Background: an optimization exercise with open tools, aiming at small area and a short achievable clock period. Do not read the settings as production practice.
Function was checked by simulation only, so behaviour that the tests miss may differ from the original.
No activity file was given, so power comes from the tool's default toggle rates.

==> flow/design.v <==
`timescale 1ns / 1ps
module g_inv    (input a, output y);                  assign y = ~a;                             endmodule
module g_buf    (input a, output y);                  assign y = a;                              endmodule
module g_nand2  (input a, b, output y);               assign y = ~(a & b);                       endmodule
module g_nor2   (input a, b, output y);               assign y = ~(a | b);                       endmodule
module g_and2   (input a, b, output y);               assign y = a & b;                          endmodule
module g_or2    (input a, b, output y);               assign y = a | b;                          endmodule
module g_nand2b (input an, b, output y);              assign y = ~(~an & b);                     endmodule
module g_a21oi  (input a1, a2, b1, output y);         assign y = ~((a1 & a2) | b1);              endmodule
module g_o21ai  (input a1, a2, b1, output y);         assign y = ~((a1 | a2) & b1);              endmodule
module g_a21o   (input a1, a2, b1, output y);         assign y = (a1 & a2) | b1;                 endmodule
module g_o21a   (input a1, a2, b1, output y);         assign y = (a1 | a2) & b1;                 endmodule
module g_o22ai  (input a1, a2, b1, b2, output y);     assign y = ~((a1 | a2) & (b1 | b2));       endmodule
module g_xor2   (input a, b, output y);               assign y = a ^ b;                          endmodule
module g_xnor2  (input a, b, output y);               assign y = ~(a ^ b);                       endmodule
module g_mux2i  (input a0, a1, s, output y);          assign y = ~(s ? a1 : a0);                 endmodule
module g_nand3  (input a, b, c, output y);            assign y = ~(a & b & c);                   endmodule
module g_a31oi  (input a1, a2, a3, b1, output y);     assign y = ~((a1 & a2 & a3) | b1);         endmodule
module g_a32oi  (input a1, a2, a3, b1, b2, output y); assign y = ~((a1 & a2 & a3) | (b1 & b2));   endmodule
`timescale 1ns / 1ps
module Nbit_ALU(r1, r2, r3, ALUop);
parameter n = 32;
input  [n-1:0] r2, r3;
input  [2:0]   ALUop;
output [n-1:0] r1;
wire o02n;
g_nor2 u_o02n (.a(ALUop[0]), .b(ALUop[2]), .y(o02n));
wire t0n_d;
g_mux2i u_t0n_d (.a0(ALUop[0]), .a1(ALUop[1]), .s(ALUop[2]), .y(t0n_d));
wire t0n_0;
g_buf u_t0n_0 (.a(t0n_d), .y(t0n_0));
wire t0n_1;
g_buf u_t0n_1 (.a(t0n_d), .y(t0n_1));
wire t1n_d;
g_xor2 u_t1n_d (.a(ALUop[1]), .b(o02n), .y(t1n_d));
wire t1n_0;
g_buf u_t1n_0 (.a(t1n_d), .y(t1n_0));
wire t1n_1;
g_buf u_t1n_1 (.a(t1n_d), .y(t1n_1));
wire esn_d;
g_o21a u_esn_d (.a1(ALUop[1]), .a2(ALUop[0]), .b1(ALUop[2]), .y(esn_d));
wire esn_0;
g_buf u_esn_0 (.a(esn_d), .y(esn_0));
wire esn_1;
g_buf u_esn_1 (.a(esn_d), .y(esn_1));
wire ecn_d;
g_nand2b u_ecn_d (.an(ALUop[1]), .b(ALUop[2]), .y(ecn_d));
wire ecn_0;
g_buf u_ecn_0 (.a(ecn_d), .y(ecn_0));
wire ecn_1;
g_buf u_ecn_1 (.a(ecn_d), .y(ecn_1));
wire enn_d;
g_nand2b u_enn_d (.an(ALUop[2]), .b(ALUop[1]), .y(enn_d));
wire enn_0;
g_buf u_enn_0 (.a(enn_d), .y(enn_0));
wire enn_1;
g_buf u_enn_1 (.a(enn_d), .y(enn_1));
wire en_d;
g_inv u_en_d (.a(enn_0), .y(en_d));
wire en_0;
g_buf u_en_0 (.a(en_d), .y(en_0));
wire en_1;
g_buf u_en_1 (.a(en_d), .y(en_1));
wire op01n;
g_nand2 u_op01n (.a(ALUop[0]), .b(ALUop[1]), .y(op01n));
wire sub;
g_nor2 u_sub (.a(ALUop[2]), .b(op01n), .y(sub));
wire op12n;
g_nand2 u_op12n (.a(ALUop[1]), .b(ALUop[2]), .y(op12n));
wire slt;
g_nor2 u_slt (.a(ALUop[0]), .b(op12n), .y(slt));
wire bb0;
g_mux2i u_bb0 (.a0(t0n_0), .a1(t1n_0), .s(r3[0]), .y(bb0));
wire gn0;
g_nand2 u_gn0 (.a(r2[0]), .b(bb0), .y(gn0));
wire tn0;
g_nor2 u_tn0 (.a(r2[0]), .b(bb0), .y(tn0));
wire pn0;
g_nand2b u_pn0 (.an(tn0), .b(gn0), .y(pn0));
wire y0;
g_o22ai u_y0 (.a1(gn0), .a2(ecn_0), .b1(pn0), .b2(esn_0), .y(y0));
wire bb1;
g_mux2i u_bb1 (.a0(t0n_0), .a1(t1n_0), .s(r3[1]), .y(bb1));
wire gn1;
g_nand2 u_gn1 (.a(r2[1]), .b(bb1), .y(gn1));
wire tn1;
g_nor2 u_tn1 (.a(r2[1]), .b(bb1), .y(tn1));
wire pn1;
g_nand2b u_pn1 (.an(tn1), .b(gn1), .y(pn1));
wire y1;
g_o22ai u_y1 (.a1(gn1), .a2(ecn_0), .b1(pn1), .b2(esn_0), .y(y1));
wire bb2;
g_mux2i u_bb2 (.a0(t0n_0), .a1(t1n_0), .s(r3[2]), .y(bb2));
wire gn2;
g_nand2 u_gn2 (.a(r2[2]), .b(bb2), .y(gn2));
wire tn2;
g_nor2 u_tn2 (.a(r2[2]), .b(bb2), .y(tn2));
wire pn2;
g_nand2b u_pn2 (.an(tn2), .b(gn2), .y(pn2));
wire y2;
g_o22ai u_y2 (.a1(gn2), .a2(ecn_0), .b1(pn2), .b2(esn_0), .y(y2));
wire bb3;
g_mux2i u_bb3 (.a0(t0n_0), .a1(t1n_0), .s(r3[3]), .y(bb3));
wire gn3;
g_nand2 u_gn3 (.a(r2[3]), .b(bb3), .y(gn3));
wire tn3;
g_nor2 u_tn3 (.a(r2[3]), .b(bb3), .y(tn3));
wire pn3;
g_nand2b u_pn3 (.an(tn3), .b(gn3), .y(pn3));
wire y3;
g_o22ai u_y3 (.a1(gn3), .a2(ecn_0), .b1(pn3), .b2(esn_0), .y(y3));
wire bb4;
g_mux2i u_bb4 (.a0(t0n_0), .a1(t1n_0), .s(r3[4]), .y(bb4));
wire gn4;
g_nand2 u_gn4 (.a(r2[4]), .b(bb4), .y(gn4));
wire tn4;
g_nor2 u_tn4 (.a(r2[4]), .b(bb4), .y(tn4));
wire pn4;
g_nand2b u_pn4 (.an(tn4), .b(gn4), .y(pn4));
wire y4;
g_o22ai u_y4 (.a1(gn4), .a2(ecn_0), .b1(pn4), .b2(esn_0), .y(y4));
wire bb5;
g_mux2i u_bb5 (.a0(t0n_0), .a1(t1n_0), .s(r3[5]), .y(bb5));
wire gn5;
g_nand2 u_gn5 (.a(r2[5]), .b(bb5), .y(gn5));
wire tn5;
g_nor2 u_tn5 (.a(r2[5]), .b(bb5), .y(tn5));
wire pn5;
g_nand2b u_pn5 (.an(tn5), .b(gn5), .y(pn5));
wire y5;
g_o22ai u_y5 (.a1(gn5), .a2(ecn_0), .b1(pn5), .b2(esn_0), .y(y5));
wire bb6;
g_mux2i u_bb6 (.a0(t0n_0), .a1(t1n_0), .s(r3[6]), .y(bb6));
wire gn6;
g_nand2 u_gn6 (.a(r2[6]), .b(bb6), .y(gn6));
wire tn6;
g_nor2 u_tn6 (.a(r2[6]), .b(bb6), .y(tn6));
wire pn6;
g_nand2b u_pn6 (.an(tn6), .b(gn6), .y(pn6));
wire y6;
g_o22ai u_y6 (.a1(gn6), .a2(ecn_0), .b1(pn6), .b2(esn_0), .y(y6));
wire bb7;
g_mux2i u_bb7 (.a0(t0n_0), .a1(t1n_0), .s(r3[7]), .y(bb7));
wire gn7;
g_nand2 u_gn7 (.a(r2[7]), .b(bb7), .y(gn7));
wire tn7;
g_nor2 u_tn7 (.a(r2[7]), .b(bb7), .y(tn7));
wire pn7;
g_nand2b u_pn7 (.an(tn7), .b(gn7), .y(pn7));
wire y7;
g_o22ai u_y7 (.a1(gn7), .a2(ecn_0), .b1(pn7), .b2(esn_0), .y(y7));
wire bb8;
g_mux2i u_bb8 (.a0(t0n_0), .a1(t1n_0), .s(r3[8]), .y(bb8));
wire gn8;
g_nand2 u_gn8 (.a(r2[8]), .b(bb8), .y(gn8));
wire tn8;
g_nor2 u_tn8 (.a(r2[8]), .b(bb8), .y(tn8));
wire pn8;
g_nand2b u_pn8 (.an(tn8), .b(gn8), .y(pn8));
wire y8;
g_o22ai u_y8 (.a1(gn8), .a2(ecn_0), .b1(pn8), .b2(esn_0), .y(y8));
wire bb9;
g_mux2i u_bb9 (.a0(t0n_0), .a1(t1n_0), .s(r3[9]), .y(bb9));
wire gn9;
g_nand2 u_gn9 (.a(r2[9]), .b(bb9), .y(gn9));
wire tn9;
g_nor2 u_tn9 (.a(r2[9]), .b(bb9), .y(tn9));
wire pn9;
g_nand2b u_pn9 (.an(tn9), .b(gn9), .y(pn9));
wire y9;
g_o22ai u_y9 (.a1(gn9), .a2(ecn_0), .b1(pn9), .b2(esn_0), .y(y9));
wire bb10;
g_mux2i u_bb10 (.a0(t0n_0), .a1(t1n_0), .s(r3[10]), .y(bb10));
wire gn10;
g_nand2 u_gn10 (.a(r2[10]), .b(bb10), .y(gn10));
wire tn10;
g_nor2 u_tn10 (.a(r2[10]), .b(bb10), .y(tn10));
wire pn10;
g_nand2b u_pn10 (.an(tn10), .b(gn10), .y(pn10));
wire y10;
g_o22ai u_y10 (.a1(gn10), .a2(ecn_0), .b1(pn10), .b2(esn_0), .y(y10));
wire bb11;
g_mux2i u_bb11 (.a0(t0n_0), .a1(t1n_0), .s(r3[11]), .y(bb11));
wire gn11;
g_nand2 u_gn11 (.a(r2[11]), .b(bb11), .y(gn11));
wire tn11;
g_nor2 u_tn11 (.a(r2[11]), .b(bb11), .y(tn11));
wire pn11;
g_nand2b u_pn11 (.an(tn11), .b(gn11), .y(pn11));
wire y11;
g_o22ai u_y11 (.a1(gn11), .a2(ecn_0), .b1(pn11), .b2(esn_0), .y(y11));
wire bb12;
g_mux2i u_bb12 (.a0(t0n_0), .a1(t1n_0), .s(r3[12]), .y(bb12));
wire gn12;
g_nand2 u_gn12 (.a(r2[12]), .b(bb12), .y(gn12));
wire tn12;
g_nor2 u_tn12 (.a(r2[12]), .b(bb12), .y(tn12));
wire pn12;
g_nand2b u_pn12 (.an(tn12), .b(gn12), .y(pn12));
wire y12;
g_o22ai u_y12 (.a1(gn12), .a2(ecn_0), .b1(pn12), .b2(esn_0), .y(y12));
wire bb13;
g_mux2i u_bb13 (.a0(t0n_0), .a1(t1n_0), .s(r3[13]), .y(bb13));
wire gn13;
g_nand2 u_gn13 (.a(r2[13]), .b(bb13), .y(gn13));
wire tn13;
g_nor2 u_tn13 (.a(r2[13]), .b(bb13), .y(tn13));
wire pn13;
g_nand2b u_pn13 (.an(tn13), .b(gn13), .y(pn13));
wire y13;
g_o22ai u_y13 (.a1(gn13), .a2(ecn_0), .b1(pn13), .b2(esn_0), .y(y13));
wire bb14;
g_mux2i u_bb14 (.a0(t0n_0), .a1(t1n_0), .s(r3[14]), .y(bb14));
wire gn14;
g_nand2 u_gn14 (.a(r2[14]), .b(bb14), .y(gn14));
wire tn14;
g_nor2 u_tn14 (.a(r2[14]), .b(bb14), .y(tn14));
wire pn14;
g_nand2b u_pn14 (.an(tn14), .b(gn14), .y(pn14));
wire y14;
g_o22ai u_y14 (.a1(gn14), .a2(ecn_0), .b1(pn14), .b2(esn_0), .y(y14));
wire bb15;
g_mux2i u_bb15 (.a0(t0n_0), .a1(t1n_0), .s(r3[15]), .y(bb15));
wire gn15;
g_nand2 u_gn15 (.a(r2[15]), .b(bb15), .y(gn15));
wire tn15;
g_nor2 u_tn15 (.a(r2[15]), .b(bb15), .y(tn15));
wire pn15;
g_nand2b u_pn15 (.an(tn15), .b(gn15), .y(pn15));
wire y15;
g_o22ai u_y15 (.a1(gn15), .a2(ecn_0), .b1(pn15), .b2(esn_0), .y(y15));
wire bb16;
g_mux2i u_bb16 (.a0(t0n_1), .a1(t1n_1), .s(r3[16]), .y(bb16));
wire gn16;
g_nand2 u_gn16 (.a(r2[16]), .b(bb16), .y(gn16));
wire tn16;
g_nor2 u_tn16 (.a(r2[16]), .b(bb16), .y(tn16));
wire pn16;
g_nand2b u_pn16 (.an(tn16), .b(gn16), .y(pn16));
wire y16;
g_o22ai u_y16 (.a1(gn16), .a2(ecn_1), .b1(pn16), .b2(esn_1), .y(y16));
wire bb17;
g_mux2i u_bb17 (.a0(t0n_1), .a1(t1n_1), .s(r3[17]), .y(bb17));
wire gn17;
g_nand2 u_gn17 (.a(r2[17]), .b(bb17), .y(gn17));
wire tn17;
g_nor2 u_tn17 (.a(r2[17]), .b(bb17), .y(tn17));
wire pn17;
g_nand2b u_pn17 (.an(tn17), .b(gn17), .y(pn17));
wire y17;
g_o22ai u_y17 (.a1(gn17), .a2(ecn_1), .b1(pn17), .b2(esn_1), .y(y17));
wire bb18;
g_mux2i u_bb18 (.a0(t0n_1), .a1(t1n_1), .s(r3[18]), .y(bb18));
wire gn18;
g_nand2 u_gn18 (.a(r2[18]), .b(bb18), .y(gn18));
wire tn18;
g_nor2 u_tn18 (.a(r2[18]), .b(bb18), .y(tn18));
wire pn18;
g_nand2b u_pn18 (.an(tn18), .b(gn18), .y(pn18));
wire y18;
g_o22ai u_y18 (.a1(gn18), .a2(ecn_1), .b1(pn18), .b2(esn_1), .y(y18));
wire bb19;
g_mux2i u_bb19 (.a0(t0n_1), .a1(t1n_1), .s(r3[19]), .y(bb19));
wire gn19;
g_nand2 u_gn19 (.a(r2[19]), .b(bb19), .y(gn19));
wire tn19;
g_nor2 u_tn19 (.a(r2[19]), .b(bb19), .y(tn19));
wire pn19;
g_nand2b u_pn19 (.an(tn19), .b(gn19), .y(pn19));
wire y19;
g_o22ai u_y19 (.a1(gn19), .a2(ecn_1), .b1(pn19), .b2(esn_1), .y(y19));
wire bb20;
g_mux2i u_bb20 (.a0(t0n_1), .a1(t1n_1), .s(r3[20]), .y(bb20));
wire gn20;
g_nand2 u_gn20 (.a(r2[20]), .b(bb20), .y(gn20));
wire tn20;
g_nor2 u_tn20 (.a(r2[20]), .b(bb20), .y(tn20));
wire pn20;
g_nand2b u_pn20 (.an(tn20), .b(gn20), .y(pn20));
wire y20;
g_o22ai u_y20 (.a1(gn20), .a2(ecn_1), .b1(pn20), .b2(esn_1), .y(y20));
wire bb21;
g_mux2i u_bb21 (.a0(t0n_1), .a1(t1n_1), .s(r3[21]), .y(bb21));
wire gn21;
g_nand2 u_gn21 (.a(r2[21]), .b(bb21), .y(gn21));
wire tn21;
g_nor2 u_tn21 (.a(r2[21]), .b(bb21), .y(tn21));
wire pn21;
g_nand2b u_pn21 (.an(tn21), .b(gn21), .y(pn21));
wire y21;
g_o22ai u_y21 (.a1(gn21), .a2(ecn_1), .b1(pn21), .b2(esn_1), .y(y21));
wire bb22;
g_mux2i u_bb22 (.a0(t0n_1), .a1(t1n_1), .s(r3[22]), .y(bb22));
wire gn22;
g_nand2 u_gn22 (.a(r2[22]), .b(bb22), .y(gn22));
wire tn22;
g_nor2 u_tn22 (.a(r2[22]), .b(bb22), .y(tn22));
wire pn22;
g_nand2b u_pn22 (.an(tn22), .b(gn22), .y(pn22));
wire y22;
g_o22ai u_y22 (.a1(gn22), .a2(ecn_1), .b1(pn22), .b2(esn_1), .y(y22));
wire bb23;
g_mux2i u_bb23 (.a0(t0n_1), .a1(t1n_1), .s(r3[23]), .y(bb23));
wire gn23;
g_nand2 u_gn23 (.a(r2[23]), .b(bb23), .y(gn23));
wire tn23;
g_nor2 u_tn23 (.a(r2[23]), .b(bb23), .y(tn23));
wire pn23;
g_nand2b u_pn23 (.an(tn23), .b(gn23), .y(pn23));
wire y23;
g_o22ai u_y23 (.a1(gn23), .a2(ecn_1), .b1(pn23), .b2(esn_1), .y(y23));
wire bb24;
g_mux2i u_bb24 (.a0(t0n_1), .a1(t1n_1), .s(r3[24]), .y(bb24));
wire gn24;
g_nand2 u_gn24 (.a(r2[24]), .b(bb24), .y(gn24));
wire tn24;
g_nor2 u_tn24 (.a(r2[24]), .b(bb24), .y(tn24));
wire pn24;
g_nand2b u_pn24 (.an(tn24), .b(gn24), .y(pn24));
wire y24;
g_o22ai u_y24 (.a1(gn24), .a2(ecn_1), .b1(pn24), .b2(esn_1), .y(y24));
wire bb25;
g_mux2i u_bb25 (.a0(t0n_1), .a1(t1n_1), .s(r3[25]), .y(bb25));
wire gn25;
g_nand2 u_gn25 (.a(r2[25]), .b(bb25), .y(gn25));
wire tn25;
g_nor2 u_tn25 (.a(r2[25]), .b(bb25), .y(tn25));
wire pn25;
g_nand2b u_pn25 (.an(tn25), .b(gn25), .y(pn25));
wire y25;
g_o22ai u_y25 (.a1(gn25), .a2(ecn_1), .b1(pn25), .b2(esn_1), .y(y25));
wire bb26;
g_mux2i u_bb26 (.a0(t0n_1), .a1(t1n_1), .s(r3[26]), .y(bb26));
wire gn26;
g_nand2 u_gn26 (.a(r2[26]), .b(bb26), .y(gn26));
wire tn26;
g_nor2 u_tn26 (.a(r2[26]), .b(bb26), .y(tn26));
wire pn26;
g_nand2b u_pn26 (.an(tn26), .b(gn26), .y(pn26));
wire y26;
g_o22ai u_y26 (.a1(gn26), .a2(ecn_1), .b1(pn26), .b2(esn_1), .y(y26));
wire bb27;
g_mux2i u_bb27 (.a0(t0n_1), .a1(t1n_1), .s(r3[27]), .y(bb27));
wire gn27;
g_nand2 u_gn27 (.a(r2[27]), .b(bb27), .y(gn27));
wire tn27;
g_nor2 u_tn27 (.a(r2[27]), .b(bb27), .y(tn27));
wire pn27;
g_nand2b u_pn27 (.an(tn27), .b(gn27), .y(pn27));
wire y27;
g_o22ai u_y27 (.a1(gn27), .a2(ecn_1), .b1(pn27), .b2(esn_1), .y(y27));
wire bb28;
g_mux2i u_bb28 (.a0(t0n_1), .a1(t1n_1), .s(r3[28]), .y(bb28));
wire gn28;
g_nand2 u_gn28 (.a(r2[28]), .b(bb28), .y(gn28));
wire tn28;
g_nor2 u_tn28 (.a(r2[28]), .b(bb28), .y(tn28));
wire pn28;
g_nand2b u_pn28 (.an(tn28), .b(gn28), .y(pn28));
wire y28;
g_o22ai u_y28 (.a1(gn28), .a2(ecn_1), .b1(pn28), .b2(esn_1), .y(y28));
wire bb29;
g_mux2i u_bb29 (.a0(t0n_1), .a1(t1n_1), .s(r3[29]), .y(bb29));
wire gn29;
g_nand2 u_gn29 (.a(r2[29]), .b(bb29), .y(gn29));
wire tn29;
g_nor2 u_tn29 (.a(r2[29]), .b(bb29), .y(tn29));
wire pn29;
g_nand2b u_pn29 (.an(tn29), .b(gn29), .y(pn29));
wire y29;
g_o22ai u_y29 (.a1(gn29), .a2(ecn_1), .b1(pn29), .b2(esn_1), .y(y29));
wire bb30;
g_mux2i u_bb30 (.a0(t0n_1), .a1(t1n_1), .s(r3[30]), .y(bb30));
wire gn30;
g_nand2 u_gn30 (.a(r2[30]), .b(bb30), .y(gn30));
wire tn30;
g_nor2 u_tn30 (.a(r2[30]), .b(bb30), .y(tn30));
wire pn30;
g_nand2b u_pn30 (.an(tn30), .b(gn30), .y(pn30));
wire y30;
g_o22ai u_y30 (.a1(gn30), .a2(ecn_1), .b1(pn30), .b2(esn_1), .y(y30));
wire bb31;
g_mux2i u_bb31 (.a0(t0n_1), .a1(t1n_1), .s(r3[31]), .y(bb31));
wire gn31;
g_nand2 u_gn31 (.a(r2[31]), .b(bb31), .y(gn31));
wire tn31;
g_nor2 u_tn31 (.a(r2[31]), .b(bb31), .y(tn31));
wire pn31;
g_nand2b u_pn31 (.an(tn31), .b(gn31), .y(pn31));
wire y31;
g_o22ai u_y31 (.a1(gn31), .a2(ecn_1), .b1(pn31), .b2(esn_1), .y(y31));
wire t0p;
g_inv u_t0p (.a(t0n_d), .y(t0p));
wire G0n;
g_mux2i u_G0n (.a0(t0p), .a1(r2[0]), .s(r3[0]), .y(G0n));
wire G1_1;
g_o21ai u_G1_1 (.a1(tn1), .a2(G0n), .b1(gn1), .y(G1_1));
wire G1_3;
g_o21ai u_G1_3 (.a1(tn3), .a2(gn2), .b1(gn3), .y(G1_3));
wire T1_3;
g_nor2 u_T1_3 (.a(tn3), .b(tn2), .y(T1_3));
wire G1_5;
g_o21ai u_G1_5 (.a1(tn5), .a2(gn4), .b1(gn5), .y(G1_5));
wire T1_5;
g_nor2 u_T1_5 (.a(tn5), .b(tn4), .y(T1_5));
wire G1_7;
g_o21ai u_G1_7 (.a1(tn7), .a2(gn6), .b1(gn7), .y(G1_7));
wire T1_7;
g_nor2 u_T1_7 (.a(tn7), .b(tn6), .y(T1_7));
wire G1_9;
g_o21ai u_G1_9 (.a1(tn9), .a2(gn8), .b1(gn9), .y(G1_9));
wire T1_9;
g_nor2 u_T1_9 (.a(tn9), .b(tn8), .y(T1_9));
wire G1_11;
g_o21ai u_G1_11 (.a1(tn11), .a2(gn10), .b1(gn11), .y(G1_11));
wire T1_11;
g_nor2 u_T1_11 (.a(tn11), .b(tn10), .y(T1_11));
wire G1_13;
g_o21ai u_G1_13 (.a1(tn13), .a2(gn12), .b1(gn13), .y(G1_13));
wire T1_13;
g_nor2 u_T1_13 (.a(tn13), .b(tn12), .y(T1_13));
wire G1_15;
g_o21ai u_G1_15 (.a1(tn15), .a2(gn14), .b1(gn15), .y(G1_15));
wire T1_15;
g_nor2 u_T1_15 (.a(tn15), .b(tn14), .y(T1_15));
wire G1_17;
g_o21ai u_G1_17 (.a1(tn17), .a2(gn16), .b1(gn17), .y(G1_17));
wire T1_17;
g_nor2 u_T1_17 (.a(tn17), .b(tn16), .y(T1_17));
wire G1_19;
g_o21ai u_G1_19 (.a1(tn19), .a2(gn18), .b1(gn19), .y(G1_19));
wire T1_19;
g_nor2 u_T1_19 (.a(tn19), .b(tn18), .y(T1_19));
wire G1_21;
g_o21ai u_G1_21 (.a1(tn21), .a2(gn20), .b1(gn21), .y(G1_21));
wire T1_21;
g_nor2 u_T1_21 (.a(tn21), .b(tn20), .y(T1_21));
wire G1_23;
g_o21ai u_G1_23 (.a1(tn23), .a2(gn22), .b1(gn23), .y(G1_23));
wire T1_23;
g_nor2 u_T1_23 (.a(tn23), .b(tn22), .y(T1_23));
wire G1_25;
g_o21ai u_G1_25 (.a1(tn25), .a2(gn24), .b1(gn25), .y(G1_25));
wire T1_25;
g_nor2 u_T1_25 (.a(tn25), .b(tn24), .y(T1_25));
wire G1_27;
g_o21ai u_G1_27 (.a1(tn27), .a2(gn26), .b1(gn27), .y(G1_27));
wire T1_27;
g_nor2 u_T1_27 (.a(tn27), .b(tn26), .y(T1_27));
wire G1_29;
g_o21ai u_G1_29 (.a1(tn29), .a2(gn28), .b1(gn29), .y(G1_29));
wire T1_29;
g_nor2 u_T1_29 (.a(tn29), .b(tn28), .y(T1_29));
wire G2_3;
g_a21oi u_G2_3 (.a1(T1_3), .a2(G1_1), .b1(G1_3), .y(G2_3));
wire G2_7;
g_a21oi u_G2_7 (.a1(T1_7), .a2(G1_5), .b1(G1_7), .y(G2_7));
wire T2_7;
g_nand2 u_T2_7 (.a(T1_7), .b(T1_5), .y(T2_7));
wire G2_11;
g_a21oi u_G2_11 (.a1(T1_11), .a2(G1_9), .b1(G1_11), .y(G2_11));
wire T2_11;
g_nand2 u_T2_11 (.a(T1_11), .b(T1_9), .y(T2_11));
wire G2_15;
g_a21oi u_G2_15 (.a1(T1_15), .a2(G1_13), .b1(G1_15), .y(G2_15));
wire T2_15;
g_nand2 u_T2_15 (.a(T1_15), .b(T1_13), .y(T2_15));
wire G2_19;
g_a21oi u_G2_19 (.a1(T1_19), .a2(G1_17), .b1(G1_19), .y(G2_19));
wire T2_19;
g_nand2 u_T2_19 (.a(T1_19), .b(T1_17), .y(T2_19));
wire G2_23;
g_a21oi u_G2_23 (.a1(T1_23), .a2(G1_21), .b1(G1_23), .y(G2_23));
wire T2_23;
g_nand2 u_T2_23 (.a(T1_23), .b(T1_21), .y(T2_23));
wire G2_27;
g_a21oi u_G2_27 (.a1(T1_27), .a2(G1_25), .b1(G1_27), .y(G2_27));
wire T2_27;
g_nand2 u_T2_27 (.a(T1_27), .b(T1_25), .y(T2_27));
wire n_G1_5;
g_inv u_n_G1_5 (.a(G1_5), .y(n_G1_5));
wire n_T1_5;
g_inv u_n_T1_5 (.a(T1_5), .y(n_T1_5));
wire G3_5;
g_o21ai u_G3_5 (.a1(n_T1_5), .a2(G2_3), .b1(n_G1_5), .y(G3_5));
wire G3_7;
g_o21ai u_G3_7 (.a1(T2_7), .a2(G2_3), .b1(G2_7), .y(G3_7));
wire n_G1_13;
g_inv u_n_G1_13 (.a(G1_13), .y(n_G1_13));
wire n_T1_13;
g_inv u_n_T1_13 (.a(T1_13), .y(n_T1_13));
wire G3_13;
g_o21ai u_G3_13 (.a1(n_T1_13), .a2(G2_11), .b1(n_G1_13), .y(G3_13));
wire T3_13;
g_nor2 u_T3_13 (.a(n_T1_13), .b(T2_11), .y(T3_13));
wire G3_15;
g_o21ai u_G3_15 (.a1(T2_15), .a2(G2_11), .b1(G2_15), .y(G3_15));
wire T3_15;
g_nor2 u_T3_15 (.a(T2_15), .b(T2_11), .y(T3_15));
wire n_G1_21;
g_inv u_n_G1_21 (.a(G1_21), .y(n_G1_21));
wire n_T1_21;
g_inv u_n_T1_21 (.a(T1_21), .y(n_T1_21));
wire G3_21;
g_o21ai u_G3_21 (.a1(n_T1_21), .a2(G2_19), .b1(n_G1_21), .y(G3_21));
wire T3_21;
g_nor2 u_T3_21 (.a(n_T1_21), .b(T2_19), .y(T3_21));
wire G3_23;
g_o21ai u_G3_23 (.a1(T2_23), .a2(G2_19), .b1(G2_23), .y(G3_23));
wire T3_23;
g_nor2 u_T3_23 (.a(T2_23), .b(T2_19), .y(T3_23));
wire n_G1_29;
g_inv u_n_G1_29 (.a(G1_29), .y(n_G1_29));
wire n_T1_29;
g_inv u_n_T1_29 (.a(T1_29), .y(n_T1_29));
wire G3_29;
g_o21ai u_G3_29 (.a1(n_T1_29), .a2(G2_27), .b1(n_G1_29), .y(G3_29));
wire T3_29;
g_nor2 u_T3_29 (.a(n_T1_29), .b(T2_27), .y(T3_29));
wire G4_9;
g_a21oi u_G4_9 (.a1(T1_9), .a2(G3_7), .b1(G1_9), .y(G4_9));
wire n_G2_11;
g_inv u_n_G2_11 (.a(G2_11), .y(n_G2_11));
wire n_T2_11;
g_inv u_n_T2_11 (.a(T2_11), .y(n_T2_11));
wire G4_11;
g_a21oi u_G4_11 (.a1(n_T2_11), .a2(G3_7), .b1(n_G2_11), .y(G4_11));
wire G4_13;
g_a21oi u_G4_13 (.a1(T3_13), .a2(G3_7), .b1(G3_13), .y(G4_13));
wire G4_15;
g_a21oi u_G4_15 (.a1(T3_15), .a2(G3_7), .b1(G3_15), .y(G4_15));
wire G4_25;
g_a21oi u_G4_25 (.a1(T1_25), .a2(G3_23), .b1(G1_25), .y(G4_25));
wire T4_25;
g_nand2 u_T4_25 (.a(T1_25), .b(T3_23), .y(T4_25));
wire n_G2_27;
g_inv u_n_G2_27 (.a(G2_27), .y(n_G2_27));
wire n_T2_27;
g_inv u_n_T2_27 (.a(T2_27), .y(n_T2_27));
wire G4_27;
g_a21oi u_G4_27 (.a1(n_T2_27), .a2(G3_23), .b1(n_G2_27), .y(G4_27));
wire T4_27;
g_nand2 u_T4_27 (.a(n_T2_27), .b(T3_23), .y(T4_27));
wire G4_29;
g_a21oi u_G4_29 (.a1(T3_29), .a2(G3_23), .b1(G3_29), .y(G4_29));
wire T4_29;
g_nand2 u_T4_29 (.a(T3_29), .b(T3_23), .y(T4_29));
wire n_G1_17;
g_inv u_n_G1_17 (.a(G1_17), .y(n_G1_17));
wire n_T1_17;
g_inv u_n_T1_17 (.a(T1_17), .y(n_T1_17));
wire G5_17;
g_o21ai u_G5_17 (.a1(n_T1_17), .a2(G4_15), .b1(n_G1_17), .y(G5_17));
wire G5_19;
g_o21ai u_G5_19 (.a1(T2_19), .a2(G4_15), .b1(G2_19), .y(G5_19));
wire n_G3_21;
g_inv u_n_G3_21 (.a(G3_21), .y(n_G3_21));
wire n_T3_21;
g_inv u_n_T3_21 (.a(T3_21), .y(n_T3_21));
wire G5_21;
g_o21ai u_G5_21 (.a1(n_T3_21), .a2(G4_15), .b1(n_G3_21), .y(G5_21));
wire n_G3_23;
g_inv u_n_G3_23 (.a(G3_23), .y(n_G3_23));
wire n_T3_23;
g_inv u_n_T3_23 (.a(T3_23), .y(n_T3_23));
wire G5_23;
g_o21ai u_G5_23 (.a1(n_T3_23), .a2(G4_15), .b1(n_G3_23), .y(G5_23));
wire G5_25;
g_o21ai u_G5_25 (.a1(T4_25), .a2(G4_15), .b1(G4_25), .y(G5_25));
wire G5_27;
g_o21ai u_G5_27 (.a1(T4_27), .a2(G4_15), .b1(G4_27), .y(G5_27));
wire G5_29;
g_o21ai u_G5_29 (.a1(T4_29), .a2(G4_15), .b1(G4_29), .y(G5_29));
wire n_gn2;
g_inv u_n_gn2 (.a(gn2), .y(n_gn2));
wire n_tn2;
g_inv u_n_tn2 (.a(tn2), .y(n_tn2));
wire kn3;
g_a32oi u_kn3 (.a1(n_tn2), .a2(G1_1), .a3(en_0), .b1(n_gn2), .b2(en_0), .y(kn3));
wire G6_4;
g_o21ai u_G6_4 (.a1(tn4), .a2(G2_3), .b1(gn4), .y(G6_4));
wire n_gn6;
g_inv u_n_gn6 (.a(gn6), .y(n_gn6));
wire n_tn6;
g_inv u_n_tn6 (.a(tn6), .y(n_tn6));
wire kn7;
g_a32oi u_kn7 (.a1(n_tn6), .a2(G3_5), .a3(en_0), .b1(n_gn6), .b2(en_0), .y(kn7));
wire n_gn8;
g_inv u_n_gn8 (.a(gn8), .y(n_gn8));
wire n_tn8;
g_inv u_n_tn8 (.a(tn8), .y(n_tn8));
wire kn9;
g_a32oi u_kn9 (.a1(n_tn8), .a2(G3_7), .a3(en_0), .b1(n_gn8), .b2(en_0), .y(kn9));
wire G6_10;
g_o21ai u_G6_10 (.a1(tn10), .a2(G4_9), .b1(gn10), .y(G6_10));
wire G6_12;
g_o21ai u_G6_12 (.a1(tn12), .a2(G4_11), .b1(gn12), .y(G6_12));
wire G6_14;
g_o21ai u_G6_14 (.a1(tn14), .a2(G4_13), .b1(gn14), .y(G6_14));
wire G6_16;
g_o21ai u_G6_16 (.a1(tn16), .a2(G4_15), .b1(gn16), .y(G6_16));
wire n_gn18;
g_inv u_n_gn18 (.a(gn18), .y(n_gn18));
wire n_tn18;
g_inv u_n_tn18 (.a(tn18), .y(n_tn18));
wire kn19;
g_a32oi u_kn19 (.a1(n_tn18), .a2(G5_17), .a3(en_1), .b1(n_gn18), .b2(en_1), .y(kn19));
wire n_gn20;
g_inv u_n_gn20 (.a(gn20), .y(n_gn20));
wire n_tn20;
g_inv u_n_tn20 (.a(tn20), .y(n_tn20));
wire kn21;
g_a32oi u_kn21 (.a1(n_tn20), .a2(G5_19), .a3(en_1), .b1(n_gn20), .b2(en_1), .y(kn21));
wire n_gn22;
g_inv u_n_gn22 (.a(gn22), .y(n_gn22));
wire n_tn22;
g_inv u_n_tn22 (.a(tn22), .y(n_tn22));
wire kn23;
g_a32oi u_kn23 (.a1(n_tn22), .a2(G5_21), .a3(en_1), .b1(n_gn22), .b2(en_1), .y(kn23));
wire n_gn24;
g_inv u_n_gn24 (.a(gn24), .y(n_gn24));
wire n_tn24;
g_inv u_n_tn24 (.a(tn24), .y(n_tn24));
wire kn25;
g_a32oi u_kn25 (.a1(n_tn24), .a2(G5_23), .a3(en_1), .b1(n_gn24), .b2(en_1), .y(kn25));
wire n_gn26;
g_inv u_n_gn26 (.a(gn26), .y(n_gn26));
wire n_tn26;
g_inv u_n_tn26 (.a(tn26), .y(n_tn26));
wire kn27;
g_a32oi u_kn27 (.a1(n_tn26), .a2(G5_25), .a3(en_1), .b1(n_gn26), .b2(en_1), .y(kn27));
wire n_gn28;
g_inv u_n_gn28 (.a(gn28), .y(n_gn28));
wire n_tn28;
g_inv u_n_tn28 (.a(tn28), .y(n_tn28));
wire kn29;
g_a32oi u_kn29 (.a1(n_tn28), .a2(G5_27), .a3(en_1), .b1(n_gn28), .b2(en_1), .y(kn29));
wire n_gn30;
g_inv u_n_gn30 (.a(gn30), .y(n_gn30));
wire n_tn30;
g_inv u_n_tn30 (.a(tn30), .y(n_tn30));
wire G6_30;
g_a21oi u_G6_30 (.a1(n_tn30), .a2(G5_29), .b1(n_gn30), .y(G6_30));
wire k1;
g_nor2 u_k1 (.a(G0n), .b(enn_0), .y(k1));
g_xor2 u_r1 (.a(y1), .b(k1), .y(r1[1]));
wire kn2;
g_nand2 u_kn2 (.a(G1_1), .b(en_0), .y(kn2));
g_xnor2 u_r2 (.a(y2), .b(kn2), .y(r1[2]));
g_xnor2 u_r3 (.a(y3), .b(kn3), .y(r1[3]));
wire k4;
g_nor2 u_k4 (.a(G2_3), .b(enn_0), .y(k4));
g_xor2 u_r4 (.a(y4), .b(k4), .y(r1[4]));
wire kn5;
g_nand2 u_kn5 (.a(G6_4), .b(en_0), .y(kn5));
g_xnor2 u_r5 (.a(y5), .b(kn5), .y(r1[5]));
wire kn6;
g_nand2 u_kn6 (.a(G3_5), .b(en_0), .y(kn6));
g_xnor2 u_r6 (.a(y6), .b(kn6), .y(r1[6]));
g_xnor2 u_r7 (.a(y7), .b(kn7), .y(r1[7]));
wire kn8;
g_nand2 u_kn8 (.a(G3_7), .b(en_0), .y(kn8));
g_xnor2 u_r8 (.a(y8), .b(kn8), .y(r1[8]));
g_xnor2 u_r9 (.a(y9), .b(kn9), .y(r1[9]));
wire k10;
g_nor2 u_k10 (.a(G4_9), .b(enn_0), .y(k10));
g_xor2 u_r10 (.a(y10), .b(k10), .y(r1[10]));
wire kn11;
g_nand2 u_kn11 (.a(G6_10), .b(en_0), .y(kn11));
g_xnor2 u_r11 (.a(y11), .b(kn11), .y(r1[11]));
wire k12;
g_nor2 u_k12 (.a(G4_11), .b(enn_0), .y(k12));
g_xor2 u_r12 (.a(y12), .b(k12), .y(r1[12]));
wire kn13;
g_nand2 u_kn13 (.a(G6_12), .b(en_0), .y(kn13));
g_xnor2 u_r13 (.a(y13), .b(kn13), .y(r1[13]));
wire k14;
g_nor2 u_k14 (.a(G4_13), .b(enn_0), .y(k14));
g_xor2 u_r14 (.a(y14), .b(k14), .y(r1[14]));
wire kn15;
g_nand2 u_kn15 (.a(G6_14), .b(en_0), .y(kn15));
g_xnor2 u_r15 (.a(y15), .b(kn15), .y(r1[15]));
wire k16;
g_nor2 u_k16 (.a(G4_15), .b(enn_1), .y(k16));
g_xor2 u_r16 (.a(y16), .b(k16), .y(r1[16]));
wire kn17;
g_nand2 u_kn17 (.a(G6_16), .b(en_1), .y(kn17));
g_xnor2 u_r17 (.a(y17), .b(kn17), .y(r1[17]));
wire kn18;
g_nand2 u_kn18 (.a(G5_17), .b(en_1), .y(kn18));
g_xnor2 u_r18 (.a(y18), .b(kn18), .y(r1[18]));
g_xnor2 u_r19 (.a(y19), .b(kn19), .y(r1[19]));
wire kn20;
g_nand2 u_kn20 (.a(G5_19), .b(en_1), .y(kn20));
g_xnor2 u_r20 (.a(y20), .b(kn20), .y(r1[20]));
g_xnor2 u_r21 (.a(y21), .b(kn21), .y(r1[21]));
wire kn22;
g_nand2 u_kn22 (.a(G5_21), .b(en_1), .y(kn22));
g_xnor2 u_r22 (.a(y22), .b(kn22), .y(r1[22]));
g_xnor2 u_r23 (.a(y23), .b(kn23), .y(r1[23]));
wire kn24;
g_nand2 u_kn24 (.a(G5_23), .b(en_1), .y(kn24));
g_xnor2 u_r24 (.a(y24), .b(kn24), .y(r1[24]));
g_xnor2 u_r25 (.a(y25), .b(kn25), .y(r1[25]));
wire kn26;
g_nand2 u_kn26 (.a(G5_25), .b(en_1), .y(kn26));
g_xnor2 u_r26 (.a(y26), .b(kn26), .y(r1[26]));
g_xnor2 u_r27 (.a(y27), .b(kn27), .y(r1[27]));
wire kn28;
g_nand2 u_kn28 (.a(G5_27), .b(en_1), .y(kn28));
g_xnor2 u_r28 (.a(y28), .b(kn28), .y(r1[28]));
g_xnor2 u_r29 (.a(y29), .b(kn29), .y(r1[29]));
wire kn30;
g_nand2 u_kn30 (.a(G5_29), .b(en_1), .y(kn30));
g_xnor2 u_r30 (.a(y30), .b(kn30), .y(r1[30]));
wire k31;
g_nor2 u_k31 (.a(G6_30), .b(enn_1), .y(k31));
g_xor2 u_r31 (.a(y31), .b(k31), .y(r1[31]));
wire x31n;
g_xnor2 u_x31n (.a(pn31), .b(G6_30), .y(x31n));
wire z0n;
g_xnor2 u_z0n (.a(y0), .b(sub), .y(z0n));
g_mux2i u_r0 (.a0(z0n), .a1(x31n), .s(slt), .y(r1[0]));
endmodule
`timescale 1ns / 1ps
module dff(q, d, clk);
input		d, clk;       
output reg	q;            
always @(posedge clk)
q<=d;
endmodule
`timescale 1ns / 1ps
module Nbit_Register(outo, ino, clk);
parameter n = 32;
input [n-1:0] ino;
output [n-1:0] outo;
input clk;
genvar i;
generate
for (i = 0; i < n; i = i + 1) begin: registerblk
dff Dflipflop(.q(outo[i]) , .d(ino[i]), .clk(clk) );
end
endgenerate
endmodule
`timescale 1ns / 1ps
module Nbit_ALU_Register (r2, r3, ALUop, r0, clk);
parameter n = 32;
input[n-1:0] r2, r3;
input[2:0] ALUop;
input clk;
output [n-1:0] r0;
wire[n-1:0] r1;
Nbit_ALU #(n) alu1 (.r1(r1), .r2(r2), .r3(r3), .ALUop(ALUop) );
Nbit_Register #(n) reg1 (.outo(r0), .ino(r1), .clk(clk) );
endmodule
==> flow/flow/run.sh <==
#!/bin/bash
# Standard ORFS layout with two changes: the ports are buffered with buf_1 (instead of the
# delay buffer buffer_ports picks by default), and timing repair aims for a setup slack of
# 10.1 ns, so that it sizes the critical paths for a shorter period than the clock's.
set -euo pipefail
export BUFFER_PORTS_ARGS="-buffer_cell sky130_fd_sc_hd__buf_1"
export SETUP_SLACK_MARGIN=10.1
bash standard.sh > standard.log 2>&1
==> flow/standard.sh <==
#!/bin/bash
# synth_recipe.tcl (not shown) runs the flow's synth.tcl, then flattens the netlist and writes it again
# the make line also repeats each setting of config.mk as NAME=value (left out here)
make -C /OpenROAD-flow-scripts/flow DESIGN_CONFIG=/design/flow/config.mk WORK_HOME=/design/flow/orfs CLKGATE_MAP_FILE= SYNTH_SCRIPT=/design/flow/synth_recipe.tcl "${@:-finish}"
==> flow/config.mk <==
export PLATFORM = sky130hd
export DESIGN_NAME = Nbit_ALU_Register
export DESIGN_NICKNAME = Nbit_ALU_Register
export VERILOG_FILES = /design/flow/design.v
export SDC_FILE = /design/flow/constraint.sdc
export NUM_CORES = 4
export LEC_CHECK = 0
export CAP_MARGIN = 20
export CORE_MARGIN = 2
export CORE_UTILIZATION = 60
export CTS_BUF_LIST = sky130_fd_sc_hd__clkbuf_2 sky130_fd_sc_hd__clkbuf_4
export GPL_TIMING_DRIVEN = 0
export SLEW_MARGIN = 20
export SYNTH_HIERARCHICAL = 1
export SYNTH_MINIMUM_KEEP_SIZE = 0
==> flow/constraint.sdc <==
create_clock -name core_clock -period 15.5 [get_ports {clk}]
set_input_delay 3.1000 -clock core_clock [delete_from_list [all_inputs] [get_ports {clk}]]
set_output_delay 3.1000 -clock core_clock [all_outputs]
set_load 0.01 [all_outputs]
==> results of run 1 <==
-- timing repair --
action	CTS	global route
gates cloned	1	0
endpoints found under the hold margin	0	0
setup buffers	0	2
pin swaps	1	3
setup endpoints to repair	16	15
resized for setup	4	5
hold buffers	0	0
-- Yosys stat by module (local to each module, per instance), a selection --
module	area, um^2	copies in the design	flops+latches
g_nand2b	6.26	34	0
g_nand2	3.75	58	0
g_xor2	8.76	8	0
g_a32oi	8.76	9	0
g_o21a	7.51	1	0
g_buf	7.51	12	0
-- power groups by stage --
stage	sequential (mW)	combinational (mW)	clock, mW
2_1_floorplan	0.117	0.0901	0
3_3_place_gp	0.107	0.134	0
3_5_place_dp	0.107	0.136	0
4_1_cts	0.105	0.141	0.0527
5_1_grt	0.107	0.160	0.0550
6_report	0.105	0.143	0.0521
-- synth_stat cells --
| cell | count |
|---|---|
| nor2_1 | 61 |
| nand2_1 | 58 |
| inv_1 | 40 |
| mux2i_1 | 35 |
| nand2b_1 | 34 |
| o21ai_1 | 34 |
| dfxtp_1 | 32 |
| o22ai_1 | 32 |
| xnor2_1 | 26 |
| a21oi_2 | 15 |
| buf_4 | 12 |
| a32oi_1 | 9 |
| xor2_1 | 8 |
| o21a_1 | 1 |
-- worst max-delay path: stages --
cell	delay, ps
clkbuf_2	170
mux2i_2	330
buf_6	230
mux2i_1	110
nor2_1	130
o21ai_1	120
a21oi_2	300
o21ai_4	160
a21oi_4	230
o21ai_1	140
a21oi_2	180
nor2_1	70
xor2_1	160
-- worst paths after layout --
kind | to | slack, ps
worst max-delay path | reg1.registerblk[31].Dflipflop.q | 10300
worst min-delay path | reg1.registerblk[0].Dflipflop.q | 3120
-- per-layer routing --
metal | part of all wire (%) | vias to the layer above | global-route usage (%)
met4 | 1.3 | 0 | 6.92
met5 | 0 | - | 0
met1 | 46 | 1307 | 36.7
met2 | 46 | 108 | 46.4
met3 | 6.2 | 9 | 4.44
li1 | - | 1557 | -
-- area by class of cell --
type,instances,area [um^2],share of cell area (%)
timing repair buffer,101,390,11.7
buffer,12,97.6,2.93
clock inverter,3,23.8,0.713
tap,52,65.1,1.95
inverter,40,150,4.51
clock buffer,5,37.5,1.13
sequential,32,641,19.2
multi-input combinational,314,1930,57.8
-- cells in the final DEF (no fill, tap or decap) --
master      netlist  routed
nand2b_1         34      34
clkinvlp_4        0       2
xnor2_1          26      26
xor2_1            8       8
buf_4            12      12
nand2_1          58      58
o21ai_4           0       1
clkbuf_2          0       3
clkinv_4          0       1
o21a_1            1       1
o21ai_1          34      33
inv_1            40      40
buf_1             0      96
dfxtp_1          32      32
mux2i_1          35      34
a21oi_4           0       1
a21oi_2          15      15
clkbuf_4          0       5
buf_6             0       2
nor2_1           61      61
a32oi_1           9       9
o22ai_1          32      32
mux2i_2           0       1
-- kinds of logic (layout without fill, tap and decap cells) --
kind of cell,count (synthesis),count (layout),synth area share (%)
and+or+nand+nor,153,153,23.7
AOI/OAI and AO/OA,91,92,21.2
buffers and inverters,52,161,8.65
muxes,35,35,12.6
xor gates and xnor gates,34,34,10.7
DFF,32,32,23.1
==> run summary, run 1 <==
- Total CTS buffers: 5
* Total routing resource utilization after global routing: 27.5%
- Core footprint: 4410 um^2
* Largest registers in the final layout: reg1.registerblk.Dflipflop.q (32)
- Comb pwr share: 47.5%
- In the final design database the tool counted 574 nets.
- The synthesized design contains 32 register bits.
* Register with the most flip-flops: reg1.registerblk.Dflipflop.q
- GRT overflow: 0
- Syn nets: 465
- The mapped netlist covers 2780 um^2.
* Clock H-tree levels: 2
* Post-placement cell area: 3210 um^2
* Worst EP arrival: 5440 ps
* Cell area power density: 90.1 nW/um^2
- Setup Crit Path Kind: primary input to flip-flop
* Class of the most critical hold timing path: primary input to flip-flop
* Number of cell rows: 24
* Synthesis-to-finish area growth: 20.0%
- The first global-routing pass estimated 11700 um of wire.
- Detailed Route Iter0 Violations: 201
- Post-detailed-route DRC marker count: 0
- The flow ran to the end and the layout has no timing, DRC or antenna violations.
- Across the VDD grid, the largest voltage drop is 64.5 uV.
- Hold timing on the final database bottoms out at a slack of 3120 ps.
- Area of the die: 5190 um^2
- The worst setup path is launched from a primary input.
- Leading cell types by total area after synthesis: dfxtp_1 (23%), mux2i_1 (13%), nor2_1 (8.2%)
- Internal cell power: 176 uW
- Root buffer cell: clkbuf_4
- Slew @ Worst Pin: 464 ps
* Setup repair after global routing missed its margin: no
* Count of fill cells added during filler insertion: 375
- Counting along the longest clock path gives a buffer depth of 2.
* Vias in the first global route: 2723
- Setup violations remaining at the end of the flow were counted as 0.
- Static timing analysis puts the maximum clock frequency at 192 MHz.
* Count of buffers from port buffering: 99
- Initial core utilization: 62.9%
- Routability-driven placement finished with a final weighted congestion of 0.827.
- The critical path starts at ALUop[2].
- The routed design has 6780 um of wire.
* Cells after Synth: 397
- The pre-antenna-repair detailed-routing pass consisted of 5 iterations.
- Timing analysis after detailed placement gives a worst setup slack of 9440 ps.
- Yosys warnings: 7
* Antenna cells: 0
- The share of total power dissipated in sequential elements is 35.1%.
- Ports: 100
- TritonCTS built the clock tree.
- STA classifies the critical path endpoint as a flip-flop.
* Total clock sinks: 32
- The smallest clock period supported by the final layout is computed as 5200 ps.
* Cell leakage power: 1.50 nW
- Of the cells placed in the final design, the portion with a size suffix greater than 1 is 8.48%.
- The completed layout was analyzed and its total power is 300 uW.
* Crit share post-route: 33.5%
- The worst hold path passes through 3 cells.
- Average size of a mapped cell: 6.99 um^2
- Routed length per instance: 12.1 um
* Post-route setup slack: 10300 ps
* Clock power share: 17.4%
* Die outline width: 72.0 um
- Detailed placement finished with a half-perimeter wire length of 4830 um.
* Worst EP required: 15740 ps
* Proportion of synthesized chip area in sequential cells: 23.1%
- The register with the most flip-flops in the layout has 32 of them.
* Share of total power consumed by net switching: 41.5%
* Routed via count divided by cell count: 5.33
- Measured on the finished design, the core utilization comes to 75.5%.
- The startpoint identified for the worst hold timing path is ALUop[0].
- Fin. Hold Viols: 0
- Net Sw Power: 125 uW
- Adding up every negative setup slack in the final design gives 0 ps.
* Number of pins exceeding their max-slew limit in the final report: 0
- Once layout is complete, the cells apart from fillers number 559.
- Cell area after layout: 3330 um^2
* Antenna violations before repair: 0
* Slew HR: 68.9%
- Critical path peak fanout: 16
- Pin count of the biggest net entering global routing: 21
- The top cell type by area accounts for 23.1% of the synthesized area.
- Max Cap Violations: 0
* Clock transition at path regs: 120 ps
* Cell total after placement: 548
- In this run, distinct cell masters in the synthesized netlist total 14.
- From bottom edge to top edge, the die measures 72.0 um.
* Biggest area consumer among synthesized cells: dfxtp_1
- Via count of the routed design: 2981
* Post-route ant nets: 0
==> inputs of run 2 (changes only) <==
--- a/flow/config.mk
+++ b/flow/config.mk
@@ -9,5 +9,7 @@
 export CORE_MARGIN = 2
 export CORE_UTILIZATION = 60
-export CTS_BUF_LIST = sky130_fd_sc_hd__clkbuf_2 sky130_fd_sc_hd__clkbuf_4
+export CTS_BUF_LIST = sky130_fd_sc_hd__clkbuf_8
+export CTS_CLUSTER_DIAMETER = 200
+export CTS_CLUSTER_SIZE = 32
 export GPL_TIMING_DRIVEN = 0
 export SLEW_MARGIN = 20
==> run 2 against run 1 <==
  * Still clean
  * Critical path depth grew 2
  * Global-route usage shrank 0.27 points
  * Cell area grew 2.6%
  * Wire length grew 1.8%
  * Fmax shrank 0.53%
  * Die area is the same
  * Sequential power is essentially flat
  * Largest cell class unchanged
  * Largest power group unchanged
  * Highest routed layer unchanged
==> run summary, run 2 <==
- Yosys warnings: 7 (unchanged)
* Count of cell types in the netlist: 14 (unchanged)
* Total clock sinks: 32 (unchanged)
- Comb pwr share: 45.9% (-1.6 points)
- Synth top cells by count: nor2_1 (61), nand2_1 (58), inv_1 (40)
* Startpoint of the worst hold path: ALUop[0]
- STA classifies the critical path endpoint as a flip-flop.
* Number of flip-flops under the largest register name: 32 (unchanged)
- After synthesis, the cell types taking the most area are dfxtp_1 (23%), mux2i_1 (13%), nor2_1 (8.2%).
* Most frequent standard cell in the layout excluding fill and tap cells: buf_1
* Outcome: complete, no violations
- Slew @ Worst Pin: 451 ps (-13.1 ps)
- Setup-violating endpoint count in the final report: 0 (unchanged)
- Setup repair after global routing missed its margin: no
- The post-route worst setup slack is 10280 ps (-27.7 ps).
- By instance count, the leading cell after synthesis is nor2_1.
- The mean cell area of the mapped netlist came to 6.99 um^2 (unchanged).
* Antenna violations before repair: 0 (unchanged)
* Vias in the first global route: 2735 (+0.44%)
- Ranked by flip-flop count, first place goes to reg1.registerblk.Dflipflop.q.
- Setup Crit Path Kind: primary input to flip-flop
* Routed length per instance: 12.2 um (+0.90%)
- Wire length of the first global-routing pass: 11600 um (-0.95%)
* Post-cts hold buffer count: 0 (unchanged)
* Die height: 72.0 um (unchanged)
* Slew HR: 69.7% (+0.88 points)
- Cell leakage power: 1.53 nW (+2.6%)
* Class of the most critical hold timing path: primary input to flip-flop
* Post-route ant nets: 0 (unchanged)
- The largest driver fanout on the critical path came to 12 (-4).
- The number of flops mapped to enable cells by yosys was 0 (unchanged).
- The number of input and output port buffers inserted came to 99 (unchanged).
- The fraction of the yosys area taken by sequential cells is 23.1% (unchanged).
- The power per standard cell area is 93.7 nW/um^2 (+4.1%).
- The number of hold-slack violations in the final timing report was 0 (unchanged).
- The design internal power is 192 uW (+9.6%).
- The area share of the leading cell type in the synthesized netlist is 23.1% (unchanged).
- The final net count came to 579 (+0.87%).
* Terminating pin of the worst hold path: reg1.registerblk[0].Dflipflop.q
- The I/O pin count came to 100 (unchanged).
* Crit share post-route: 33.7% (+0.18 points)
* Worst ir drop on vdd: 67.5 uV (+4.5%)
- The total via count after detailed routing came to 3003 (+0.74%).
- Cells after Synth: 397 (unchanged)
- The number of design rule violations left after detail routing came to 0 (unchanged).
- The floorplan die area was 5190 um^2 (unchanged).
- The largest registers in the layout are reg1.registerblk.Dflipflop.q (32).
- The fmax is 191 MHz (-0.53%).
* Worst Setup Slack post-DPL: 9440 ps (unchanged)
* Syn nets: 465 (unchanged)
* Initial core utilization: 62.9% (unchanged)
- The top cell types in the final layout, fill and taps aside, are buf_1 (96), nor2_1 (59), nand2_1 (58).
* Max Cap Violations: 0 (unchanged)
- Share of total power consumed by net switching: 39.9% (-1.6 points)
* Minimum clock period: 5220 ps (+27.7 ps)
- The power share of the sequential group is 32.9% (-2.2 points).
- The total standard cell area after synthesis is 2780 um^2 (unchanged).
- Total routing resource utilization after global routing: 27.2% (-0.27 points)
- The instance count along the most critical hold path came to 3 (unchanged).
- The antenna cell count was 0 (unchanged).
- The pin count of the biggest net entering global routing was 21 (unchanged).
- Final hold slack: 3190 ps (+73.5 ps)
- Detailed placement HPWL: 4830 um (unchanged)
- Clock power share: 21.1% (+3.7 points)
- The number of synthesized register bits was 32 (unchanged).
- Clock tree from TritonCTS: done
- Of all cell types, the one taking the most synthesized area is dfxtp_1.
- The x dimension of the die came to 72.0 um (unchanged).
- The number of standard-cell rows in the floorplan is 24 (unchanged).
* Maximum count of clock buffers along a single path: 2 (unchanged)
- The final instance count without filler cells came to 564 (+0.89%).
- Final setup TNS: 0 ps (unchanged)
- Critical Path Source Type: primary input
* Cell total after placement: 548 (unchanged)
* Core footprint: 4410 um^2 (unchanged)
- Fraction of layout instances using a drive strength above 1: 9.96% (+1.5 points)
* Net Sw Power: 128 uW (+2.8%)
* Root buffer cell: clkbuf_8
- The sum of routed wire length over all layers was 6900 um (+1.8%).
- Total CTS buffers: 5 (unchanged)
* Worst EP required: 15680 ps (-60 ps)
* Routed via count divided by cell count: 5.32 (-0.16%)
* Main flop type after synthesis: dfxtp_1
- The clock transition at the registers of the reported paths was 80 ps (-40 ps).
- The async set or reset register ratio after synthesis is 0% (unchanged).
* Worst EP arrival: 5400 ps (-40 ps)
- Global placer's final weighted congestion: 0.827 (unchanged)
- The number of max-slew violations in the final report was 0 (unchanged).
* Share of the core filled with cells in the final layout: 77.4% (+2.0 points)
- Compared with the post-synthesis result, the final layout area differs by 23.1%.
* Clock H-tree levels: 2 (unchanged)
- 1st-pass router iterations: 5 (unchanged)
- The overflow left after global routing is 0 (unchanged).
* Detailed Route Iter0 Violations: 182 (-9.5%)
==> run 2: Yosys stat by module, one instance, submodules excluded, excerpt <==
module,flops+latches,copies in the design,cells
g_xnor2,0,26,1
g_nand2,0,58,1
g_mux2i,0,35,1
g_xor2,0,8,1
g_a21oi,0,15,1
g_buf,0,12,1
g_a32oi,0,9,1
g_o21a,0,1,1
g_nand2b,0,34,1
dff,1,32,1
g_inv,0,40,1
g_nor2,0,61,1
g_o22ai,0,32,1
g_o21ai,0,34,1
==> run 2: cells by family (layout without fill, tap and decap cells) <==
| group | after synthesis | after routing | share of synthesized area, % |
|---|---|---|---|
| simple gates | 153 | 153 | 23.7 |
| compound gates | 91 | 92 | 21.2 |
| buf+inv | 52 | 166 | 8.65 |
| mux | 35 | 35 | 12.6 |
| xor+xnor | 34 | 34 | 10.7 |
| flops | 32 | 32 | 23.1 |
==> run 2: cell type report <==
type                    instances  area, um^2
plain buffers                  12        97.6
clock buffers                   5        68.8
clock inverters                 3        23.8
fillers                       354         996
inverters                      40         150
multi-input cells             314        1940
flip-flops and latches         32         641
well taps                      52        65.1
repair buffers                106         428
==> run 2: timing repair <==
action                                  4_1_cts  5_1_grt
buffers inserted                              0        7
gates resized for setup                       5        8
endpoints found under the setup margin       17       12
pin swaps                                     1        3
cloned                                        0        1
==> run 2: stage by stage <==
step           instance area [um^2]  power [mW]
3_3_place_gp                   3210       0.241
3_5_place_dp                   3210       0.244
4_1_cts                        3330       0.314
6_report                       3420       0.320
2_1_floorplan                  2780       0.207
5_1_grt                        3420       0.343
==> run 2: worst max path at each step <==
stage | slack, ps | start | to
after floorplan | 10260 | ALUop[2] | reg1.registerblk[31].Dflipflop.q
after global placement | 9560 | ALUop[2] | reg1.registerblk[0].Dflipflop.q
after detailed placement | 9440 | ALUop[2] | reg1.registerblk[31].Dflipflop.q
after CTS | 10110 | ALUop[0] | reg1.registerblk[31].Dflipflop.q
after global routing | 10110 | ALUop[2] | reg1.registerblk[31].Dflipflop.q
final | 10280 | ALUop[2] | reg1.registerblk[31].Dflipflop.q
==> run 2: power groups by stage <==
stage	combinational [mW]	sequential (mW)	clock (mW)
2_1_floorplan	0.0901	0.117	0
3_3_place_gp	0.134	0.107	0
3_5_place_dp	0.136	0.107	0
4_1_cts	0.140	0.105	0.0684
5_1_grt	0.165	0.107	0.0712
6_report	0.147	0.106	0.0676
==> run 2: worst max-delay path, cell delays in order <==
cell and delay [ps]:
buf_2 160, nor2_1 140, xor2_1 220, buf_6 190
buf_4 130, mux2i_1 80, nor2_1 210, nor2_1 100
a21oi_2 210, o21ai_2 130, a21oi_4 210, o21ai_1 140
a21oi_2 180, nor2_1 70, xor2_1 160
==> run 2: routing by layer <==
layer	part of all wire, %	global-route usage, %
met5	0	0
met4	2.0	9.22
met3	6.1	4.58
met2	45	45.2
met1	46	35.9
==> inputs of run 3 (changes only) <==
==> flow/flow/run.sh (replaced) <==
#!/bin/bash
# Standard ORFS layout with two changes: the ports are buffered with buf_1 (instead of the
# delay buffer buffer_ports picks by default), and timing repair aims for a setup slack of
# 10.3 ns, so that it sizes the critical paths for a shorter period than the clock's.
set -euo pipefail
export BUFFER_PORTS_ARGS="-buffer_cell sky130_fd_sc_hd__buf_1"
export SETUP_SLACK_MARGIN=10.3
bash standard.sh > standard.log 2>&1
--- a/flow/config.mk
+++ b/flow/config.mk
@@ -9,7 +9,5 @@
 export CORE_MARGIN = 2
 export CORE_UTILIZATION = 60
-export CTS_BUF_LIST = sky130_fd_sc_hd__clkbuf_8
-export CTS_CLUSTER_DIAMETER = 200
-export CTS_CLUSTER_SIZE = 32
+export CTS_BUF_LIST = sky130_fd_sc_hd__clkbuf_4
 export GPL_TIMING_DRIVEN = 0
 export SLEW_MARGIN = 20
==> run 3 against run 2 <==
  * Still clean on timing, DRC and antenna
  * Non-clock buffer count stayed put
  * Count of clock-buffer cells in the layout stayed put
  * Hold slack worse by 42 ps
  * Utilization is 0.20 points higher
  * Power is 5.0% lower
  * First-iteration DRC count is 38% lower
  * Flip-flop and latch count stayed put
  * Combinational power is 3% higher
  * Worst setup slack better by 140 ps
  * Synthesized cell count stayed put
  * Die area stayed put
  * Critical endpoint is now reg1.registerblk[27].Dflipflop.q
  * Largest cell class unchanged
  * Largest power group unchanged
  * Highest routed layer unchanged
==> run summary, run 3 <==
* Via count of the routed design: 2962 (-1.4%)
- The overflow left after global routing was 0 (unchanged).
- The ratio of final minimum period to clock period came to 32.8% (-0.91 points).
- Cell area power density: 88.8 nW/um^2 (-5.3%)
- The number of synthesized register bits came to 32 (unchanged).
* Critical path peak fanout: 8 (-4)
* Leading cell types in the layout, fill and taps excluded: buf_1 (96), nand2_1 (58), nor2_1 (57)
* Initial core utilization: 62.9% (unchanged)
- The number of standard-cell rows in the floorplan came to 24 (unchanged).
- Minimum clock period: 5080 ps (-142 ps)
- Yosys warnings: 7 (unchanged)
* Cell leakage power: 1.53 nW (about the same)
* Cells after Synth: 397 (unchanged)
- The routability congestion estimate was 0.798 (-3.5%).
* EDFF count, synth: 0 (unchanged)
* Max Cap Violations: 0 (unchanged)
- Outcome: complete, no violations
- Core footprint: 4410 um^2 (unchanged)
- Relative to the synthesized area, the layout overhead comes to 23.4%.
- The sum of routed wire length over all layers was 7020 um (+1.8%).
- The worst hold path begins at ALUop[0].
- The number of max-slew violations in the final report is 0 (unchanged).
* Post-detailed-route DRC marker count: 0 (unchanged)
* Largest registers in the final layout: reg1.registerblk.Dflipflop.q (32)
* Yosys top cell area share: 23.1% (unchanged)
* Syn nets: 465 (unchanged)
* Post-cts hold buffer count: 0 (unchanged)
- Total CTS buffers: 5 (unchanged)
- Yosys attributes the largest share of cell area to dfxtp_1 (23%), mux2i_1 (13%), nor2_1 (8.2%).
* Detailed placement HPWL: 4870 um (+0.95%)
- Count of cell types in the netlist: 14 (unchanged)
- Final hold slack: 3150 ps (-41.8 ps)
- Vias in the first global route: 2640 (-3.5%)
* Critical Path Source Type: primary input
* Cell total after placement: 548 (unchanged)
- The async set or reset register ratio after synthesis is 0% (unchanged).
- The routed wire length per instance was 12.4 um (+1.8%).
- The y dimension of the die was 72.0 um (unchanged).
* XOR/XNOR Fraction of Synth Area: 10.7% (unchanged)
- The final net count came to 579 (unchanged).
- The number of H-tree branching levels was 2 (unchanged).
- Leaving out fill and tap cells, the most frequent cell in the layout is buf_1.
* Adder-Cell Fraction of Synth Area: 0% (unchanged)
- The clock transition at the registers of the reported paths is 100 ps (+20 ps).
* Worst EP required: 15780 ps (+100 ps)
- The final instance count without filler cells came to 564 (unchanged).
* Die outline width: 72.0 um (unchanged)
- Synth top cells by count: nor2_1 (61), nand2_1 (58), inv_1 (40)
* Slew HR: 78.6% (+8.8 points)
* Total clock sinks: 32 (unchanged)
- Worst ir drop on vdd: 56.5 uV (-16%)
- The fraction of the yosys area taken by sequential cells is 23.1% (unchanged).
- 1st-pass router iterations: 5 (unchanged)
- Kind of capture point of the worst setup path: flip-flop
- The critical path is of the primary input to flip-flop type.
* Final setup TNS: 0 ps (unchanged)
- Root buffer cell: clkbuf_4
* Class of the most critical hold timing path: primary input to flip-flop
- The initial antenna violation count was 0 (unchanged).
- Biggest area consumer among synthesized cells: dfxtp_1
- By area, the combinational part of the netlist is dominated by simple AND/OR/NAND/NOR gates.
* Antenna cells: 0 (unchanged)
- The slew at the pin closest to its max-slew limit was 313 ps (-138 ps).
- Ports: 100 (unchanged)
- Top achievable clock speed: 197 MHz (+2.8%)
- The number of input and output port buffers inserted came to 99 (unchanged).
* Wire length of the first global-routing pass: 11000 um (-4.5%)
- The global-route total usage across every layer is 26.3% (-0.87 points).
- Cell with the most instances after synthesis: nor2_1
- The violation count after the first detailed-routing iteration was 112 (-38%).
- Basic-gate share of the synthesized area counting and, or, nand and nor cells: 23.7% (unchanged)
* Main flop type after synthesis: dfxtp_1
* Worst EP arrival: 5360 ps (-40 ps)
- Mux cell area share after synthesis: 12.6% (unchanged)
* Multi-input combinational cell area: 1980 um^2 (+1.9%)
- Area of the die: 5190 um^2 (unchanged)
* Setup-violating endpoint count in the final report: 0 (unchanged)
- Setup repair after global routing left no endpoint under its margin.
- Post-route total power: 304 uW (-5.0%)
- Pin count of the biggest net entering global routing: 21 (unchanged)
- Number of flip-flops under the largest register name: 32 (unchanged)
* Maximum count of clock buffers along a single path: 2 (unchanged)
- Storage element area: 641 um^2 (unchanged)
* Routed via count divided by cell count: 5.25 (-1.4%)
- The post-route antenna net violation count came to 0 (unchanged).
- The area fraction in compound gates after synthesis is 21.2% (unchanged).
- Fin. Hold Viols: 0 (unchanged)
* Average size of a mapped cell: 6.99 um^2 (unchanged)
- The number of fillers in the final layout was 351 (-0.85%).
* Synthesized area: 2780 um^2 (unchanged)
* Fraction of layout instances using a drive strength above 1: 11.3% (+1.4 points)
- Beginning of the critical path: ALUop[0]
- Register with the most flip-flops: reg1.registerblk.Dflipflop.q
* Clock tree from TritonCTS: done
run 3: worst paths after layout:
kind | to | slack [ps] | depth (start not counted)
setup / recovery | reg1.registerblk[27].Dflipflop.q | 10420 | 14
hold / removal | reg1.registerblk[0].Dflipflop.q | 3150 | 3
run 3: timing repair:
| action | in CTS | in global routing |
|---|---|---|
| gates resized for setup | 4 | 29 |
| gates cloned | 1 | 2 |
| setup buffers | 2 | 3 |
| pin swaps | 3 | 11 |
| endpoints found under the setup margin | 17 | 19 |
run 3: final cells by class:
class	count	area share, %
Clock inverter	3	0.402
Timing Repair Buffer	106	12.7
Sequential cell	32	18.7
Buffer	12	3.07
Tap cell	52	1.90
Multi-Input combinational cell	314	57.8
Clock buffer	5	1.10
Inverter	40	4.38
run 3: report_power, final:
| part | internal [mW] | leakage (nW) | switching [mW] |
|---|---|---|---|
| Clock | 0.0166 | 0.0324 | 0.0309 |
| Combinational | 0.0620 | 1.23 | 0.0897 |
| Sequential | 0.101 | 0.270 | 0.00438 |
run 3: stage by stage:
| step | worst slack [ps] | util, % | instance area, um^2 |
|---|---|---|---|
| finish | 10420 | 77.6 | 3430 |
| global route | 10290 | 77.6 | 3430 |
| CTS | 10300 | 75.1 | 3310 |
| detailed placement | 9620 | 72.9 | 3220 |
| global placement | 9680 | 72.9 | 3220 |
| floorplan | 10330 | - | 2780 |
run 3: per-module statistics from Yosys, one instance, submodules excluded, a selection:
module	flops+latches	cells inside	area, um^2
dff	1	1	20.0
g_a32oi	0	1	8.76
g_buf	0	1	7.51
g_inv	0	1	3.75
g_nand2	0	1	3.75
g_nand2b	0	1	6.26
g_nor2	0	1	3.75
g_o21a	0	1	7.51
g_o21ai	0	1	5.00
g_o22ai	0	1	6.26
g_xnor2	0	1	8.76
g_xor2	0	1	8.76
run 3: critical path, stage by stage:
cell and delay, ps:
buf_2 150, nor2_4 130, xor2_2 230, buf_6 180, mux2i_1 90, nor2_1 200, o21ai_1 130, a21oi_2 180
o21ai_4 110, buf_4 150, a21oi_2 220, o21ai_1 130, a32oi_1 220, xnor2_1 140
run 3: layer usage:
layer / track usage (%) / up-vias / part of all wire [%]
met2: 45.7 / 93 / 48
met5: 0 / - / 0
met4: 7.34 / 0 / 0.80
met3: 6.11 / 6 / 6.3
met1: 32.8 / 1304 / 45
li1: - / 1559 / -
run 3: cell families (layout without fill, tap and decap cells):
| kind of cell | count (synthesis) | count (layout) |
|---|---|---|
| XOR/XNOR | 34 | 34 |
| buffers and inverters | 52 | 166 |
| AND/OR/NAND/NOR | 153 | 153 |
| flip-flops | 32 | 32 |
| multiplexers | 35 | 35 |
| AO/OA/AOI/OAI | 91 | 92 |

separate check: timing with driven ports:
The results above use ideal ports. As a check the final layouts listed here were re-extracted and re-timed, cells and wires unchanged. Step 1 assumes that a clkbuf_16 drives the clock port and a buf_2 every other input. Step 2 also shifts input and output timing later by t, the mid clock arrival at the registers, as if the neighbouring blocks saw the same clock. Slacks: no drivers / after step 1 / after step 2; pairs: no drivers / after step 1.
run | t, ns | slack for setup (ns)
run 1 | 0.365 | 10.305 / 10.294 / 9.929
run 2 | 0.316 | 10.277 / 10.274 / 9.958
run 3 | 0.365 | 10.419 / 10.419 / 10.054
After both steps setup and hold are still met in every run listed.
